Source: an optimization exercise on an open RTL-to-GDS flow (aim: small area). Production flows keep margins and buffers that such runs may drop. The RTL was checked by simulation tests, not by an equivalence proof against the original design. No activity file was given, so power comes from the tool's default toggle rates.

== lane 3 ==
// EvE
module EvE #(parameter num_PE = 2)(parent1, parent2, input_clk, wr_en, reset, cfg1, cfg2, cfg3, out1, out2, out3);
clock: 10.0 ns
lec_check: 0
cap_margin: 20
core_margin: 2
core_utilization: 65
cts_cluster_diameter: 80
cts_cluster_size: 25
place_density: 0.75
slew_margin: 20
run.sh (not shown) runs the stock make flow with config.mk's settings and CLKGATE_MAP_FILE= SYNTH_SCRIPT=/design/flow/synth_recipe.tcl, a recipe that flattens the netlist after the stock synthesis.
> inputs changed (lane 3 -> lane 1)
--- a/flow/design.v
+++ b/flow/design.v
@@ -119,43 +119,39 @@
     if (stage && !signalX) begin
       xv  <= 1'b0;
       rdA <= ~selB;
       rdB <= ~selA;
     end
   end
 end
 always @(posedge clk) begin
-  begin
+  if (xload) begin
     x5448 <= dA[54:48];
     xd0   <= dA[31:0];
     xd1[31:24] <= (xEQ & S1[3]) ? dB[31:24] : dA[31:24];
     xd1[23:16] <= (xEQ & S1[2]) ? dB[23:16] : dA[23:16];
     xd1[15:8]  <= (xEQ & S1[1]) ? dB[15:8]  : dA[15:8];
     xd1[7:0]   <= (xEQ & S1[0]) ? dB[7:0]   : dA[7:0];
   end
 end
-wire [31:0] p1w;
-assign p1w[31:24] = S1[3] ? xd1[31:24] : xd1[31:24] + {5'd0, R1[2:0]};
-assign p1w[23:16] = S1[2] ? xd1[23:16] : xd1[23:16] + {5'd0, R1[5:3]};
-assign p1w[15:8]  = S1[1] ? xd1[15:8]  : xd1[15:8]  + {5'd0, R1[8:6]};
-assign p1w[7:0]   = S1[0] ? xd1[7:0]   : xd1[7:0]   + {5'd0, R1[11:9]};
 reg        dv0, dv1;
 reg        d55_0, d55_1;
-reg [7:0]  d4740_0, d4740_1;
-reg [6:0]  d5448;
-reg [7:0]  d3932;
-reg [31:0] dw0, dw1;
-always @(posedge clk) begin
-  d5448   <= x5448;
-  d3932   <= x4732[7:0];
-  d4740_0 <= x4732[15:8];
-  dw0     <= xd0;
-  dw1     <= p1w;
-end
+reg [7:0]  d4740_1;
+reg [3:0]  S1q;
+reg [11:0] R1q;
+always @(posedge clk) begin
+  S1q <= S1;
+  R1q <= R1[11:0];
+end
+wire [31:0] dw1;
+assign dw1[31:24] = S1q[3] ? xd1[31:24] : xd1[31:24] + {5'd0, R1q[2:0]};
+assign dw1[23:16] = S1q[2] ? xd1[23:16] : xd1[23:16] + {5'd0, R1q[5:3]};
+assign dw1[15:8]  = S1q[1] ? xd1[15:8]  : xd1[15:8]  + {5'd0, R1q[8:6]};
+assign dw1[7:0]   = S1q[0] ? xd1[7:0]   : xd1[7:0]   + {5'd0, R1q[11:9]};
 wire del0_match = x55 && (x4732[15:8] == 8'hFF || x4732[7:0] == 8'hFF);
 always @(posedge clk) begin
   if (rst) begin
     dv0   <= 1'b0;
     d55_0 <= 1'b1;
   end else if (!del0_match) begin
     dv0   <= xv;
     d55_0 <= x55;
@@ -193,18 +189,18 @@
   end else if (!del1_top) begin
     dv1     <= xv;
     d55_1   <= x55;
     d4740_1 <= x4732[15:8];
   end else begin
     dv1 <= 1'b0;
   end
 end
-wire [55:0] dl0 = {d55_0, d5448, d4740_0, d3932, dw0};
-wire [55:0] dl1 = {d55_1, d5448, d4740_1, d3932, dw1};
+wire [55:0] dl0 = {d55_0, x5448, x4732, xd0};
+wire [55:0] dl1 = {d55_1, x5448, d4740_1, x4732[7:0], dw1};
 reg        a0v;
 reg [55:0] a0l;
 always @(posedge clk) begin
   if (rst) begin
     a0v <= 1'b0;
     a0l <= {56{1'b1}};
   end else if (dv0) begin
     a0v <= 1'b1;
Notes after the runs:
Aggregate negative setup slack: lane 3 vs lane 1 identical
Final core utilization in lane 1 is 0.41 points higher than in lane 3
Changes observed in lane 1 relative to lane 3: part of the Yosys area used for sequential elements -0.23 points, cell area after layout saw little to no change.
Against lane 3, lane 1 comes in 0.24 ns lower on worst setup slack.
Lane 1 vs lane 3 — layout overhead on the synthesized area rose 0.15 points.
Amount of wire on met2 after detailed routing: lane 1 higher than lane 3
Summary — overall fraction of global-route tracks in use, lane 1 relative to lane 3: higher, by 0.80 points.
Compared with lane 3, in lane 1 routed wire length +6300 µm; sequential share of layout area fell 0.31 points; switching power total lower.
Lane 3 → lane 1: timing-limited maximum frequency went down 8.8 MHz, total power decreased 2.0%, minimum setup slack after placement went down.

[what the ideal ports hide]
Ports are ideal in the flow. The routed layouts listed here were re-timed in OpenROAD.
Step 1 sets driving cells, clkbuf_16 on the clock port and buf_2 on the other inputs (assumed; they add their load-dependent delay and slew).
Step 2 times the ports against the registers' clock, not the clock port: input delays grow and output delays shrink by t, the midpoint of the rising clock arrivals with the driver on.
a / b / c = ideal / step 1 / step 2; a / b = the first two.
run | t (ns) | slack for setup (ns) | worst setup path at the end | worst register clock-pin slew, ns | worst data-port slew with drivers (ns)
lane 3 | 0.990 | 4.834 / 4.885 / 3.895 | input to register | 0.11 / 0.11 | 0.23
lane 1 | 0.972 | 4.589 / 4.649 / 3.678 | input to register | 0.10 / 0.10 | 0.28
After both steps setup and hold are still met in every run listed. For lane 3, which loses most, drivers alone change the setup slack by +0.051 ns; drivers and shift together by -0.939 ns.
